Context: an optimization exercise on an open-source flow, tuned for small area and a short achievable clock period. The choices shown serve that exercise and are no tape-out recipe.
Only simulation tests tie the RTL to the original design; equivalence was not proved.

==> flow/design.v (excerpt) <==
module iir(
    input signed [31:0] x,
    input clk,
    input reset,
    output signed [31:0] y
    );
==> flow/config.mk <==
export PLATFORM = sky130hd
export DESIGN_NAME = iir
export DESIGN_NICKNAME = iir
export VERILOG_FILES = /design/flow/design.v
export SDC_FILE = /design/flow/constraint.sdc
export NUM_CORES = 4
export LEC_CHECK = 0
export CAP_MARGIN = 20
export CORE_MARGIN = 2
export CORE_UTILIZATION = 75
export SETUP_SLACK_MARGIN = 4
export SLEW_MARGIN = 20
export SYNTH_HIERARCHICAL = 1
==> flow/constraint.sdc <==
create_clock -name core_clock -period 11.0 [get_ports {clk}]
set_input_delay 2.2000 -clock core_clock [delete_from_list [all_inputs] [get_ports {clk}]]
set_output_delay 2.2000 -clock core_clock [all_outputs]
set_load 0.01 [all_outputs]
standard.sh (not shown) runs the stock make flow with config.mk's settings and CLKGATE_MAP_FILE= SYNTH_SCRIPT=/design/flow/synth_recipe.tcl, a recipe that flattens the netlist after the stock synthesis.
==> flow/flow/run.sh <==
#!/bin/bash
# The standard ORFS layout with extra make settings:
#   BUFFER_PORTS_ARGS="-buffer_cell sky130_fd_sc_hd__buf_2" CTS_ARGS="-sink_clustering_enable -repair_clock_nets -dont_use_dummy_load"
# Each ORFS step keeps its full log under orfs/logs; make's own output goes to flow.log.
set -o pipefail
bash standard.sh BUFFER_PORTS_ARGS="-buffer_cell sky130_fd_sc_hd__buf_2" CTS_ARGS="-sink_clustering_enable -repair_clock_nets -dont_use_dummy_load" finish > flow.log 2>&1
The baseline passed the timing, DRC and antenna checks.
Edit:
==> flow/flow/run.sh (replaced) <==
#!/bin/bash
# The standard ORFS layout with extra make settings:
#   BUFFER_PORTS_ARGS="-buffer_cell sky130_fd_sc_hd__buf_2"
# Each ORFS step keeps its full log under orfs/logs; make's own output goes to flow.log.
set -o pipefail
bash standard.sh BUFFER_PORTS_ARGS="-buffer_cell sky130_fd_sc_hd__buf_2" finish > flow.log 2>&1
CORE_UTILIZATION = 80   (was 75)
SETUP_SLACK_MARGIN = 4.3   (was 4)
=>
- Now the flow aborted during global routing with DPL-0038
- area after synthesis does not change
- synthesized cell count is unchanged
Edit:
==> flow/flow/run.sh (replaced) <==
#!/bin/bash
# The standard ORFS layout with extra make settings:
#   BUFFER_PORTS_ARGS="-buffer_cell sky130_fd_sc_hd__buf_2" ABC_LOAD_IN_FF=1
# Each ORFS step keeps its full log under orfs/logs; make's own output goes to flow.log.
set -o pipefail
bash standard.sh BUFFER_PORTS_ARGS="-buffer_cell sky130_fd_sc_hd__buf_2" ABC_LOAD_IN_FF=1 finish > flow.log 2>&1
CORE_UTILIZATION = 70   (was 80)
SETUP_SLACK_MARGIN = 4   (was 4.3)
Result: The changed run ran to the end with no violations. Area after synthesis goes down by 2.7%. Synthesized cell count is unchanged.
Edit:
==> flow/flow/run.sh (replaced) <==
#!/bin/bash
# The standard ORFS layout with extra make settings:
#   BUFFER_PORTS_ARGS="-buffer_cell sky130_fd_sc_hd__buf_2" ABC_LOAD_IN_FF=1 CTS_ARGS="-sink_clustering_enable -repair_clock_nets -dont_use_dummy_load"
# Each ORFS step keeps its full log under orfs/logs; make's own output goes to flow.log.
set -o pipefail
bash standard.sh BUFFER_PORTS_ARGS="-buffer_cell sky130_fd_sc_hd__buf_2" ABC_LOAD_IN_FF=1 CTS_ARGS="-sink_clustering_enable -repair_clock_nets -dont_use_dummy_load" finish > flow.log 2>&1
SETUP_SLACK_MARGIN = 4.2   (was 4)
Outcome:
- setup slack improved by 0.15 ns
- synthesized cell count is unchanged
- synthesized area stays the same
- via count increases by 1.2%
- clock skew increases by 0.011 ns
- core utilization climbs by 2.3 points
- cell count barely changes
Edit:
==> flow/flow/run.sh (replaced) <==
#!/bin/bash
# The standard ORFS layout with extra make settings:
#   BUFFER_PORTS_ARGS="-buffer_cell sky130_fd_sc_hd__buf_2"
# Each ORFS step keeps its full log under orfs/logs; make's own output goes to flow.log.
set -o pipefail
bash standard.sh BUFFER_PORTS_ARGS="-buffer_cell sky130_fd_sc_hd__buf_2" finish > flow.log 2>&1
CORE_UTILIZATION = 80   (was 70)
SETUP_SLACK_MARGIN = 3   (was 4.2)
After rerunning: Fmax fell by a few percent; wire length rises slightly; non-clock buffer count went down by 9; via count is higher by a few percent.
Edit:
==> flow/flow/run.sh (replaced) <==
#!/bin/bash
# The standard ORFS layout with extra make settings:
#   BUFFER_PORTS_ARGS="-buffer_cell sky130_fd_sc_hd__buf_2" ABC_LOAD_IN_FF=1
# Each ORFS step keeps its full log under orfs/logs; make's own output goes to flow.log.
set -o pipefail
bash standard.sh BUFFER_PORTS_ARGS="-buffer_cell sky130_fd_sc_hd__buf_2" ABC_LOAD_IN_FF=1 finish > flow.log 2>&1
CORE_UTILIZATION = 70   (was 80)
SETUP_SLACK_MARGIN = 3.5   (was 3)
What happened: Wire length shrinks by a few percent. Via count fell by a few percent. Utilization is lower by 11 points. Count of clock-buffer cells in the layout climbs by 2. Setup slack degrades by 0.20 ns.

---

## run A
Another version of the RTL of iir (not shown whole).
For scale: about 710 cells after synthesis, about 66 I/O pins.
Settings: LEC_CHECK=0, CAP_MARGIN=20, CORE_MARGIN=2, CORE_UTILIZATION=70, GPL_ROUTABILITY_DRIVEN=0, SETUP_SLACK_MARGIN=4, SLEW_MARGIN=20, SYNTH_HIERARCHICAL=1; clock period 11.0 ns.
==> flow/flow/run.sh <==
#!/bin/bash
# The standard ORFS layout with extra make settings:
#   BUFFER_PORTS_ARGS="-buffer_cell sky130_fd_sc_hd__buf_2" ABC_LOAD_IN_FF=1 CTS_ARGS="-sink_clustering_enable -repair_clock_nets -dont_use_dummy_load -buf_list sky130_fd_sc_hd__clkbuf_4"
# Each ORFS step keeps its full log under orfs/logs; make's own output goes to flow.log.
set -o pipefail
bash standard.sh BUFFER_PORTS_ARGS="-buffer_cell sky130_fd_sc_hd__buf_2" ABC_LOAD_IN_FF=1 CTS_ARGS="-sink_clustering_enable -repair_clock_nets -dont_use_dummy_load -buf_list sky130_fd_sc_hd__clkbuf_4" finish > flow.log 2>&1
Setup changes, run A to run B
# run A
export LEC_CHECK = 0
export CAP_MARGIN = 20
export CORE_MARGIN = 2
export CORE_UTILIZATION = 70
export GPL_ROUTABILITY_DRIVEN = 0
export SETUP_SLACK_MARGIN = 4
export SLEW_MARGIN = 20
export SYNTH_HIERARCHICAL = 1
create_clock -name core_clock -period 11.0 [get_ports {clk}]
# run B
export LEC_CHECK = 0
export CAP_MARGIN = 20
export CORE_MARGIN = 2
export CORE_UTILIZATION = 70
export SETUP_SLACK_MARGIN = 4.3
export SLEW_MARGIN = 20
export SYNTH_HIERARCHICAL = 1
export TNS_END_PERCENT = 0
create_clock -name core_clock -period 11.0 [get_ports {clk}]
--- outcome ---
- Against run A, run B comes in 190 ps lower on final critical path time including I/O delays and setup.
- Summary of run B over run A: pin count of the biggest net entering global routing comparable; routed metal-1 wire length now larger.
- Re global-route total usage across every layer: run B and run A aren't equal, and the lower value belongs to run A.
- The count of clock-buffer cells in the layout was comparable across run B and run A.
- [diff] final cell area excluding filler cells, run B relative to run A: regression
- [compare] base=run A new=run B: worst path setup slack after routing shows an increase of 190 ps; register-to-register slack increased 220 ps.
> inputs changed (run B -> run C)
# run B
export LEC_CHECK = 0
export CAP_MARGIN = 20
export CORE_MARGIN = 2
export CORE_UTILIZATION = 70
export SETUP_SLACK_MARGIN = 4.3
export SLEW_MARGIN = 20
export SYNTH_HIERARCHICAL = 1
export TNS_END_PERCENT = 0
create_clock -name core_clock -period 11.0 [get_ports {clk}]
# run C
export LEC_CHECK = 0
export CAP_MARGIN = 20
export CORE_MARGIN = 2
export CORE_UTILIZATION = 70
export SETUP_SLACK_MARGIN = 4.2
export SLEW_MARGIN = 20
export SYNTH_HIERARCHICAL = 1
create_clock -name core_clock -period 11.0 [get_ports {clk}]
Findings:
- | number of filler instances in the final layout | higher: run C |
- Summary — share of the clock period used by the worst path, run C relative to run B: higher, by 0.79 points.
- | setup slack | run C vs run B | 87 ps lower |
- The lower critical path depth of run B and run C is in run C.
### run C -> run D
# run C
export LEC_CHECK = 0
export CAP_MARGIN = 20
export CORE_MARGIN = 2
export CORE_UTILIZATION = 70
export SETUP_SLACK_MARGIN = 4.2
export SLEW_MARGIN = 20
export SYNTH_HIERARCHICAL = 1
create_clock -name core_clock -period 11.0 [get_ports {clk}]
# run D
export LEC_CHECK = 0
export CAP_MARGIN = 20
export CORE_MARGIN = 2
export CORE_UTILIZATION = 60
export SETUP_SLACK_MARGIN = 4
export SLEW_MARGIN = 20
export SYNTH_HIERARCHICAL = 1
create_clock -name core_clock -period 11.0 [get_ports {clk}]
- Summary of run D over run C: total wirelength of the detailed-routed design shrank by 700 um; data arrival time at the worst-slack endpoint grew by 120 ps; minimum period implied by the final worst setup slack grew by 120 ps.
- Compared with run C, in run D highest clock frequency the design can meet fell by about 1.7%, sequential share of layout area +0.70 points.

---

job 9623:
Starting RTL as in the previous note.
export LEC_CHECK = 0
export CAP_MARGIN = 20
export CORE_MARGIN = 2
export CORE_UTILIZATION = 70
export SETUP_SLACK_MARGIN = 4
export SLEW_MARGIN = 20
export SYNTH_HIERARCHICAL = 1
create_clock -name core_clock -period 11.0 [get_ports {clk}]
==> flow/flow/run.sh <==
#!/bin/bash
# The standard ORFS layout with three extra make settings:
#  - the port buffers are buf_2 cells instead of the delay cells that
#    buffer_ports picks by default;
#  - ABC maps the small leaf modules for a 1 fF load, so they start at the
#    smallest drive strength and the resizer upsizes only what timing needs;
#  - clock tree synthesis uses clkbuf_4 buffers and adds no dummy loads
#    (its default arguments otherwise).
# Each ORFS step keeps its full log under orfs/logs; make's own output goes
# to flow.log.
set -o pipefail
bash standard.sh BUFFER_PORTS_ARGS="-buffer_cell sky130_fd_sc_hd__buf_2" ABC_LOAD_IN_FF=1 \
  CTS_ARGS="-sink_clustering_enable -repair_clock_nets -dont_use_dummy_load -buf_list sky130_fd_sc_hd__clkbuf_4" \
  finish > flow.log 2>&1
No stage failed in job 9623, and the final checks on the layout all came back clean.
Setup changes, job 9623 to job 7576
==> flow/flow/run.sh <==
#!/bin/bash
# The standard ORFS layout with extra make settings:
#   BUFFER_PORTS_ARGS="-buffer_cell sky130_fd_sc_hd__buf_2" ABC_LOAD_IN_FF=1 CTS_ARGS="-sink_clustering_enable -repair_clock_nets -dont_use_dummy_load -buf_list sky130_fd_sc_hd__clkbuf_4"
# Each ORFS step keeps its full log under orfs/logs; make's own output goes to flow.log.
set -o pipefail
bash standard.sh BUFFER_PORTS_ARGS="-buffer_cell sky130_fd_sc_hd__buf_2" ABC_LOAD_IN_FF=1 CTS_ARGS="-sink_clustering_enable -repair_clock_nets -dont_use_dummy_load -buf_list sky130_fd_sc_hd__clkbuf_4" finish > flow.log 2>&1
## What came out
Job 9623 -> job 7576: total vias in the final route delta 0, exact match. Sequential share of layout area: job 7576 vs job 9623 identical. Comparing job 7576 with job 9623, the non-clock buffer count came out essentially unchanged. Re post-place instance area: no difference whatsoever between job 9623 and job 7576.
Setup changes, job 7576 to job 2011
==> flow/flow/run.sh <==
#!/bin/bash
# The standard ORFS layout with extra make settings:
#   BUFFER_PORTS_ARGS="-buffer_cell sky130_fd_sc_hd__buf_2" ABC_LOAD_IN_FF=1 RECOVER_POWER=100 CTS_ARGS="-sink_clustering_enable -repair_clock_nets -dont_use_dummy_load -buf_list sky130_fd_sc_hd__clkbuf_4"
# Each ORFS step keeps its full log under orfs/logs; make's own output goes to flow.log.
set -o pipefail
bash standard.sh BUFFER_PORTS_ARGS="-buffer_cell sky130_fd_sc_hd__buf_2" ABC_LOAD_IN_FF=1 RECOVER_POWER=100 CTS_ARGS="-sink_clustering_enable -repair_clock_nets -dont_use_dummy_load -buf_list sky130_fd_sc_hd__clkbuf_4" finish > flow.log 2>&1
[summary]
Out of job 7576 and job 2011, the only run to close with the timing, DRC and antenna checks passing was job 7576. [job 2011 vs job 7576] via count: lower in job 2011. Job 2011 -> job 7576: clock network contribution to total cell area flat. Between job 2011 and job 7576, the post-synthesis sequential element count does not differ in any meaningful way. Job 2011 does worse than job 7576 on slack of the critical path.

## static timing again, ports no longer ideal
The flow's constraints put no driver on any port. The routed layouts listed below were extracted and timed again, unchanged, in two steps.
Step 1 sets driving cells, clkbuf_16 on the clock port and buf_2 on the other inputs (assumed; they add their load-dependent delay and slew).
Step 2 adds t to the input delays and takes it off the output delays; t is the mean of the earliest and latest rising clock arrival at the registers after step 1. Input paths then give back, and output paths get back, about the clock's delay inside the block.
Three values: ideal, step 1, step 2; two values: the first two.
run | shift t [ns] | setup WS [ns] | clock arrival spread, ns | worst data-port slew with drivers (ns)
the first run of note 1 | 0.375 | 4.094 / 4.073 / 3.929 | 0.019 / 0.020 | 0.03
the third run of note 1 | 0.396 | 4.078 / 4.058 / 3.774 | 0.007 / 0.007 | 0.03
the fourth run of note 1 | 0.403 | 4.227 / 4.208 / 3.967 | 0.018 / 0.018 | 0.03
the fifth run of note 1 | 0.379 | 4.006 / 3.980 / 3.876 | 0.009 / 0.009 | 0.04
the sixth run of note 1 | 0.399 | 3.802 / 3.775 / 3.463 | 0.008 / 0.008 | 0.03
run A | 0.469 | 4.112 / 4.094 / 3.829 | 0.023 / 0.023 | 0.03
run B | 0.481 | 4.297 / 4.276 / 4.049 | 0.015 / 0.015 | 0.03
run C | 0.482 | 4.210 / 4.189 / 4.149 | 0.017 / 0.017 | 0.03
run D | 0.460 | 4.094 / 4.075 / 3.977 | 0.031 / 0.031 | 0.04
job 9623 | 0.483 | 4.148 / 4.126 / 4.060 | 0.020 / 0.020 | 0.03
job 7576 | 0.483 | 4.148 / 4.126 / 4.060 | 0.020 / 0.020 | 0.03
job 2011 | 0.487 | 3.544 / 3.553 / 3.066 | 0.018 / 0.018 | 0.03
The setup slack of job 2011, which loses most, moves by +0.009 ns with the drivers and by -0.478 ns with both steps.
